This design comes from an exercise in tuning for small area, a short achievable clock period and few clock cycles per item on the open sky130 flow, not from production work. Only simulation tests tie the RTL to the original design; equivalence was not proved.

==> flow/design.v (outline; a module is shown in full before it is edited, if it fits) <==
// module PixelSolver: 10622 lines
module PixelSolver (
  input               io_cmd_valid,
  output              io_cmd_ready,
  input      [27:0]   io_cmd_payload_x,
  input      [27:0]   io_cmd_payload_y,
  output              io_rsp_valid,
  input               io_rsp_ready,
  output     [5:0]    io_rsp_payload_iteration,
  input               clk,
  input               reset
);
  // ...
==> flow/flow/run.sh <==
#!/bin/bash
set -euo pipefail
RES="$PWD/orfs/results/sky130hd/PixelSolver/base"
bash standard.sh synth > standard_synth.log 2>&1
cp "$RES/1_2_yosys.v" "$RES/1_2_yosys.std.v"
python3 flow/polarity.py "$RES/1_2_yosys.std.v" "$RES/1_2_yosys.pol.v" > polarity.log 2>&1
sleep 1
cp "$RES/1_2_yosys.pol.v" "$RES/1_2_yosys.v"
touch "$RES/1_2_yosys.v"
bash standard.sh SETUP_SLACK_MARGIN=7 finish > standard_flow.log 2>&1
==> flow/flow/polarity.py <==
#!/usr/bin/env python3
"""Remove inverters around full adders in a Yosys gate netlist.

A full adder is self-dual: FA(~a, ~b, ~c) = ~FA(a, b, c) for both SUM and
COUT. Every sky130 fa cell may therefore be "flipped": its inputs are fed
the complements and its outputs then carry the complements. This script
collapses the netlist's inverters into (signal, phase) pairs, picks a flip
for every full adder that needs the fewest inverters (greedy passes), and
writes the netlist back with one inverter per signal that is still needed
in the opposite phase. The logic function of every register input and
output port is unchanged; no register is touched.

usage: polarity.py in.v out.v
"""
import re
import sys

OUTPINS = {'X', 'Y', 'Q', 'Q_N', 'SUM', 'COUT', 'HI', 'LO'}
INV_RE = re.compile(r'sky130_fd_sc_hd__(inv|clkinv)_\d+$')
FA_RE = re.compile(r'sky130_fd_sc_hd__fa_\d+$')
SWAP = {'sky130_fd_sc_hd__and2_1': 'sky130_fd_sc_hd__nand2_1'}
INV_AREA, SWAP_GAIN = 3.75, 2.5

src = open(sys.argv[1]).read()
m = re.search(r'\bmodule\s+(\w+)\s*\((.*?)\);', src, re.S)
mod_start = m.end()
end_idx = src.rindex('endmodule')
body = src[mod_start:end_idx]

# ports
ports = set()
for d in re.finditer(r'^\s*(input|output|inout)\s+(\[[^\]]*\]\s*)?([^;]+);', body, re.M):
    for n in d.group(3).split(','):
        ports.add(n.strip())


def net_is_port(n):
    base = n.split('[')[0].strip().lstrip('\\').strip()
    return base in ports or n.strip() in ports


cell_re = re.compile(r'(\(\*[^*]*\*\)\s*)?(sky130_fd_sc_hd__\w+)\s+(\S+)\s*\((.*?)\);', re.S)
pin_re = re.compile(r'\.(\w+)\(\s*(.*?)\s*\)\s*(?:,|$)', re.S)

cells = []   # dict(type, name, pins{pin:net}, span)
for cm in cell_re.finditer(body):
    pins = {}
    for pm in pin_re.finditer(cm.group(4)):
        pins[pm.group(1)] = pm.group(2).strip()
    cells.append({'type': cm.group(2), 'name': cm.group(3), 'pins': pins,
                  'span': (cm.start(), cm.end())})


def norm(n):
    return n.strip()


def is_const(n):
    return re.fullmatch(r"1'[bh][01]", n) is not None


driver = {}
for i, c in enumerate(cells):
    for p, n in c['pins'].items():
        if p in OUTPINS:
            driver[norm(n)] = (i, p)

# collapsible inverters: output not a port
collapse = set()
for i, c in enumerate(cells):
    if INV_RE.match(c['type']) and not net_is_port(c['pins']['Y']):
        collapse.add(i)

memo = {}


def base_of(n):
    n = norm(n)
    if n in memo:
        return memo[n]
    d = driver.get(n)
    if d is not None and d[0] in collapse:
        b, p = base_of(cells[d[0]]['pins']['A'])
        r = (b, p ^ 1)
    else:
        r = (n, 0)
    memo[n] = r
    return r


fa = [i for i, c in enumerate(cells) if FA_RE.match(c['type'])]
fa_idx = {i: k for k, i in enumerate(fa)}
flip = [0] * len(fa)

# loads: (cell index, pin, base, parity)
loads = []
loads_of_base = {}
for i, c in enumerate(cells):
    if i in collapse:
        continue
    for p, n in c['pins'].items():
        if p in OUTPINS or is_const(n):
            continue
        b, par = base_of(n)
        k = len(loads)
        loads.append((i, p, b, par))
        loads_of_base.setdefault(b, []).append(k)
# port nets driven through collapsed inverters: the port itself is a load
# (only if a port net is driven by a collapsible inverter, which we excluded)

fa_out_bases = {}
for k, i in enumerate(fa):
    outs = []
    for p in ('SUM', 'COUT'):
        n = cells[i]['pins'].get(p)
        if n is not None:
            outs.append(norm(n))
    fa_out_bases[k] = outs
base_driver_fa = {}
for k, outs in fa_out_bases.items():
    for b in outs:
        base_driver_fa[b] = k
sw = [i for i, c in enumerate(cells) if c['type'] in SWAP]
gsw = [1] * len(sw)
base_driver_sw = {}
for k, i in enumerate(sw):
    base_driver_sw[norm(cells[i]['pins']['X'])] = k


def produced(b):
    if b in base_driver_fa:
        return flip[base_driver_fa[b]]
    if b in base_driver_sw:
        return gsw[base_driver_sw[b]]
    return 0


def need(b):
    """does base b need an inverter under the current flips?"""
    prod = produced(b)
    for k in loads_of_base.get(b, ()):
        i, p, _, par = loads[k]
        f = flip[fa_idx[i]] if i in fa_idx else 0
        if par ^ f ^ prod:
            return True
    return False


def touched(k):
    i = fa[k]
    s = set(fa_out_bases[k])
    for p, n in cells[i]['pins'].items():
        if p not in OUTPINS and not is_const(n):
            s.add(base_of(n)[0])
    return s


def cost_all():
    return sum(1 for b in loads_of_base if need(b)) * INV_AREA - sum(gsw) * SWAP_GAIN


before = cost_all()
for it in range(20):
    changed = 0
    for k in range(len(fa)):
        t = touched(k)
        c0 = sum(need(b) for b in t)
        flip[k] ^= 1
        c1 = sum(need(b) for b in t)
        if c1 < c0:
            changed += 1
        else:
            flip[k] ^= 1
    for k in range(len(sw)):
        b = norm(cells[sw[k]]['pins']['X'])
        c0 = need(b) * INV_AREA - gsw[k] * SWAP_GAIN
        gsw[k] ^= 1
        c1 = need(b) * INV_AREA - gsw[k] * SWAP_GAIN
        if c1 < c0:
            changed += 1
        else:
            gsw[k] ^= 1
    if not changed:
        break
after = cost_all()
orig_inv = len(collapse)
print('inverters: %d collapsible in netlist; cost (um2) before %.0f, after %.0f; %d adders flipped, %d and2 made nand2'
      % (orig_inv, before, after, sum(flip), sum(gsw)), file=sys.stderr)

# rebuild
newinv = {}
extra_decl = []
extra_cells = []


def inv_net(b):
    if b not in newinv:
        nm = 'polinv_%d' % len(newinv)
        newinv[b] = nm
        extra_decl.append('  wire %s;' % nm)
        extra_cells.append('  sky130_fd_sc_hd__inv_1 %s_c (\n    .A(%s ),\n    .Y(%s )\n  );' % (nm, b, nm))
    return newinv[b]


newpins = {}
for k_, (i, p, b, par) in enumerate(loads):
    prod = produced(b)
    f = flip[fa_idx[i]] if i in fa_idx else 0
    r = par ^ f ^ prod
    newpins.setdefault(i, {})[p] = inv_net(b) if r else b
# constants on flipped adders
for k, i in enumerate(fa):
    if flip[k]:
        for p, n in cells[i]['pins'].items():
            if p not in OUTPINS and is_const(n):
                newpins.setdefault(i, {})[p] = "1'h1" if n.endswith('0') else "1'h0"

sw_idx = {i: k for k, i in enumerate(sw)}
out = []
pos = 0
for i, c in enumerate(cells):
    s, e = c['span']
    out.append(body[pos:s])
    pos = e
    if i in collapse:
        continue
    pins = dict(c['pins'])
    pins.update(newpins.get(i, {}))
    typ = c['type']
    if i in sw_idx and gsw[sw_idx[i]]:
        typ = SWAP[typ]
        pins = {('Y' if p == 'X' else p): n for p, n in pins.items()}
    txt = '%s %s (\n%s\n  );' % (typ, c['name'],
                                 ',\n'.join('    .%s(%s )' % (p, n) for p, n in pins.items()))
    out.append(txt)
out.append(body[pos:])
newbody = ''.join(out)
# declarations first, then cells
newsrc = src[:mod_start] + '\n' + '\n'.join(extra_decl) + newbody + '\n'.join(extra_cells) + '\n' + src[end_idx:]
open(sys.argv[2], 'w').write(newsrc)
==> flow/standard.sh <==
#!/bin/bash
# synth_recipe.tcl (not shown) runs the flow's synth.tcl, then flattens the netlist and writes it again
# the make line also repeats each setting of config.mk as NAME=value (left out here)
make -C /OpenROAD-flow-scripts/flow DESIGN_CONFIG=/design/flow/config.mk WORK_HOME=/design/flow/orfs CLKGATE_MAP_FILE= SYNTH_SCRIPT=/design/flow/synth_recipe.tcl "${@:-finish}"
==> flow/config.mk <==
export PLATFORM = sky130hd
export DESIGN_NAME = PixelSolver
export DESIGN_NICKNAME = PixelSolver
export VERILOG_FILES = /design/flow/design.v
export SDC_FILE = /design/flow/constraint.sdc
export NUM_CORES = 4
export LEC_CHECK = 0
export CAP_MARGIN = 20
export CORE_MARGIN = 2
export CORE_UTILIZATION = 40
export SLEW_MARGIN = 20
==> flow/constraint.sdc <==
create_clock -name core_clock -period 12.0 [get_ports {clk}]
set_input_delay 2.4000 -clock core_clock [delete_from_list [all_inputs] [get_ports {clk}]]
set_output_delay 2.4000 -clock core_clock [all_outputs]
set_load 0.01 [all_outputs]
==> summary.txt, run 1 <==
clock buffers=about 110; GR Overflow Total=0; RSZ-0062 raised after global routing=yes; Min-Delay Endpoint=x01[4]; met3 wire len=~13000 µm; DR vias/cell=5.270; worst reg-to-reg path cell count=9; GRT met3 Usage=roughly 3.8%; Seq/total area=about a fifth; Warnings, synthesis=1; Tmin final=approximately 5 ns; I/O Buffers=67; Overall Global Routing Usage=a little under a quarter; met2 Track Usage GR=around 37%; Fillers=between 15000 and 20000; die height=around 420 µm; critical path depth in cells=4; commonest non-fill, non-tap cell in the layout=fa_1; outcome=timing/DRC/antenna clean; RR Startpoint=x[13]; synthesis-to-layout area growth=9.483%; WS Path Type=reg -> out; inverters=682; DRT Pass-1 Iters=6; met2 wire len=about 94000 µm; # H-tree levels=3
Testbench counts, summed over its fixed seeds: cycles 13,598, pixels 2,048.
==> run 2: changes to the inputs <==
--- a/flow/design.v
+++ b/flow/design.v
@@ -20,16 +20,18 @@
   reg  [5:0]  it2;
   reg         ins2;
   reg  [3:0]  tg2;
   reg         b_v;
   reg  [27:0] bx, by;
   reg  [15:0] rb_v;
   reg  [5:0]  rb [0:15];
   reg  [4:0]  head, tail;
+  reg         o_v;
+  reg  [5:0]  o_it;
   wire pp_1;
   wire pp_2;
   wire pp_3;
   wire pp_4;
   wire pp_5;
   wire pp_6;
   wire pp_7;
   wire pp_8;
@@ -10567,38 +10569,42 @@
   wire cont = v2 & ~done;
   wire [4:0] used = tail - head;
   wire room = ~used[4];
   wire cmd_fire = io_cmd_valid & ~b_v;
   wire take = room & (b_v | io_cmd_valid);
   wire load = ~cont & take;
   wire [27:0] lx = b_v ? bx : io_cmd_payload_x;
   wire [27:0] ly = b_v ? by : io_cmd_payload_y;
-  wire rsp_fire = rb_v[head[3:0]] & io_rsp_ready;
+  wire o_free = ~o_v | io_rsp_ready;
+  wire pop = o_free & rb_v[head[3:0]];
   assign io_cmd_ready = ~b_v;
-  assign io_rsp_valid = rb_v[head[3:0]];
-  assign io_rsp_payload_iteration = rb[head[3:0]];
+  assign io_rsp_valid = o_v;
+  assign io_rsp_payload_iteration = o_it;
   always @(posedge clk or posedge reset) begin
     if (reset) begin
       v1 <= 1'b0;
       v2 <= 1'b0;
       b_v <= 1'b0;
       rb_v <= 16'd0;
       head <= 5'd0;
+      o_v <= 1'b0;
       tail <= 5'd0;
     end else begin
       v1 <= cont | load;
       v2 <= v1;
       b_v <= b_v ? ~load : (cmd_fire & ~load);
       if (load) tail <= tail + 5'd1;
-      if (rsp_fire) head <= head + 5'd1;
-      rb_v <= (rb_v & ~({{15{1'b0}}, rsp_fire} << head[3:0])) | ({{15{1'b0}}, fin} << tg2);
+      if (pop) head <= head + 5'd1;
+      if (o_free) o_v <= rb_v[head[3:0]];
+      rb_v <= (rb_v & ~({{15{1'b0}}, pop} << head[3:0])) | ({{15{1'b0}}, fin} << tg2);
     end
   end
   always @(posedge clk) begin
+    if (pop) o_it <= rb[head[3:0]];
     if (cmd_fire) begin
       bx <= io_cmd_payload_x;
       by <= io_cmd_payload_y;
     end
     if (v2) rb[tg2] <= res;
     x <= cont ? x_new : lx;
     y <= cont ? y_new : ly;
     n1 <= ~cont;
==> flow/flow/run.sh (replaced) <==
#!/bin/bash
set -euo pipefail
RES="$PWD/orfs/results/sky130hd/PixelSolver/base"
bash standard.sh synth > standard_synth.log 2>&1
cp "$RES/1_2_yosys.v" "$RES/1_2_yosys.std.v"
python3 flow/polarity.py "$RES/1_2_yosys.std.v" "$RES/1_2_yosys.pol.v" > polarity.log 2>&1
sleep 1
cp "$RES/1_2_yosys.pol.v" "$RES/1_2_yosys.v"
touch "$RES/1_2_yosys.v"
bash standard.sh SETUP_SLACK_MARGIN=8 finish > standard_flow.log 2>&1
==> summary.txt, run 2 <==
outcome=timing/DRC/antenna clean (unchanged); CTS sink count=657 (was 650); Worst Path Buf+Inv=3 (was 2); RSZ-0062 raised after global routing=yes (unchanged); Rows=154 (unchanged); # H-tree levels=3 (unchanged); Final WS setup=6.993 ns (was 7.004 ns); HPWL after DPL=140500 µm (was 137200 µm); Reg with most FFs=rb (unchanged); DR WL/cell=26.66 µm (was 22.54 µm); syn nets=8439 (was 8432); Mapped Area=70810 µm² (was 70600 µm²); via total after detailed routing=50300 (was 45360); Syn Area/Cell=11.23 µm² (was 11.21 µm²); final worst path period share=41.72% (was 41.64%); CP Cell Sequence=fa_1, inv_1, fa_2, inv_1, fa_1, inv_1, fa_1, ha_1, a21o_1, a2111oi_2, o31ai_2, a211o_1, a21oi_1, xnor2_1, and3_1, mux2i_1, o22ai_1 (was buf_12, mux4_2, mux4_2, buf_6); Overall Global Routing Usage=27.23% (was 22.52%); crit-path max FO=7 (was 11); Top delay family on crit path=adder cells (was multiplexers); Post-Place Setup Slack=5.727 ns (was 6.171 ns); Tmin final=5.007 ns (was 4.996 ns); clk latency of the worst-skew pair=0.74 ns (was 0.73 ns); Reg clk slew, reported paths=0.06 ns (about the same); largest net degree at the start of global routing=58 (was 64); TritonCTS buffer count=80 (unchanged); commonest cells after routing, fill and taps aside=1327 x fa_1, 1269 x nand2_1, 638 x inv_1 (was 1609 x fa_1, 1301 x nand2_1, 668 x inv_1); Die W=424.7 µm (was 424.1 µm); DRT Pass-1 Iters=6 (unchanged); clock root buffer=clkbuf_16 (unchanged); Startpoint Class=flip-flop (unchanged); Setup crit end kind=flip-flop (was output pin); Max Cap Violations=0 (unchanged); placed cells=8426 (was 8414); commonest non-fill, non-tap cell in the layout=fa_1 (unchanged); die height=424.7 µm (was 424.1 µm); hold crit path type=reg -> reg (unchanged); Worst path max stage delay=0.58 ns (was 0.55 ns); hold_buf cts=0 (unchanged); GR Overflow Total=0 (unchanged); Finish-stage setup viols=0 (unchanged); r2r setup slk=6.99 ns (was 7.08 ns); # nets final=8777 (was 8335); synthesis-to-layout area growth=21.92% (was 9.483%); TritonCTS clock tree=yes (unchanged); total negative setup slack=0 ns (unchanged); clk_skew=0.04344 ns (was 0.04361 ns); I/O Buffers=67 (unchanged); Slew Viols, Final=0 (unchanged); share of cells above drive strength 1=21.05% (was 8.441%); initial antenna violation count=10 (was 4); Iter 0 DRT Violations=4637 (was 2798); die area=180400 µm² (was 179900 µm²); Worst Hold Slack=0.3602 ns (was 0.3463 ns); Hold Fails Final Rpt=0 (unchanged); # IOs=68 (unchanged); worst slew pin tran=1.077 ns (was 1.209 ns); first-pass GRT wire length=361300 µm (was 309200 µm); Final Wtd Congestion=0.8728 (was 0.8819); Slew Limit Headroom=28.20% (was 18.73%); Synth Instances=6306 (was 6299); Initial Util=40.25% (was 40.18%); post-route ant nets=0 (unchanged); Warnings, synthesis=1 (unchanged); CTS Buffer Depth=3 (unchanged); Placed Instance Area=74000 µm² (was 73470 µm²); f_max=199.7 MHz (was 200.1 MHz); max FFs per register=96 (unchanged); Post-Route WL=241500 µm (was 194000 µm); drt drc=0 (unchanged); WP data required=12.60 ns (was 9.60 ns); WS Path Type=reg -> reg (was reg -> out); Final Cell Area=86320 µm² (was 77300 µm²); core area=175900 µm² (was 175700 µm²); Arrival @ worst endpoint=5.60 ns (was 2.60 ns); final std cells w/o fill=9057 (was 8608); DR vias/cell=5.554 (was 5.270); number of global-route vias before repair=55530 (was 51940); Worst path slowest cell=fa_1 (was mux4_2)
[run 2: changes by cell type in the layout (fill, tap and decap cells not counted), moves of 32 or more]
cell,change
buf_16,+67
fa_1,-282
fa_2,+282
buf_12,+91
bufbuf_16,+41
buf_6,+51
nand2_1,-32
buf_4,+146
[run 2: area by class of cell]
type / instances / area (µm²)
fill: 15150 / 89600
tap: 2340 / 2928
clock inverter: 31 / 410.4
clock buffer: 118 / 2333
timing repair buffer: 605 / 8746
sequential: 657 / 15090
inverter: 680 / 2581
multi-input combinational: 4620 / 54220
antenna: 6 / 15.01
[run 2: metal layers]
metal | track usage, % | routed length (µm) | up-vias
li1 | - | - | 20340
met1 | 33.77 | 89050 | 26170
met2 | 42.51 | 108500 | 2886
met3 | 8.784 | 27470 | 905
met4 | 14.25 | 16430 | 6
met5 | 0 | 53 | -
[run 2: path summary, 6_finish.rpt]
check / end / cells after the start / startpoint
setup / recovery: ins1 / 17 / px1[30]
hold / removal: v2 / 0 / v1
setup reg to reg: ins1 / 17 / px1[30]
hold reg to reg: v2 / 0 / v1
max in group asynchronous: b_v / 3 / reset
min in group asynchronous: rb_v[15] / 3 / reset
[run 2: timing repair]
action                                  4_1_cts  5_1_grt
cloned                                       83        5
pin swaps                                   169      210
endpoints found under the setup margin      322      254
setup buffers                               319       69
resized for setup                           622      349
[run 2: stage by stage]
step / util, %
after floorplan: -
after global placement: 42.06
after detailed placement: 42.06
after CTS: 48.06
after global routing: 49.06
final: 49.07
Testbench counts of run 2, summed over its fixed seeds: cycles 13,606, pixels 2,048.

what the ideal ports hide:
How much do the figures lean on ideal ports? The routed layouts below were timed once more, with nothing changed but the port constraints.
Step 1 assumes that a clkbuf_16 drives the clock port and a buf_2 every other input.
Step 2, shift: input delay + t, output delay - t, t = (earliest + latest rising clock arrival at the registers) / 2. This alone moves slack from input paths to output paths.
Slacks: no drivers / after step 1 / after step 2; pairs: no drivers / after step 1.
| run | t, ns | slack for setup (ns) | clock arrival spread, ns | worst data-port slew with drivers (ns) |
|---|---|---|---|---|
| run 1 | 0.794 | 7.004 / 6.920 / 7.080 | 0.047 / 0.047 | 0.07 |
| run 2 | 0.795 | 6.993 / 6.993 / 6.993 | 0.045 / 0.045 | 0.09 |
After both steps setup and hold are still met in every run listed.
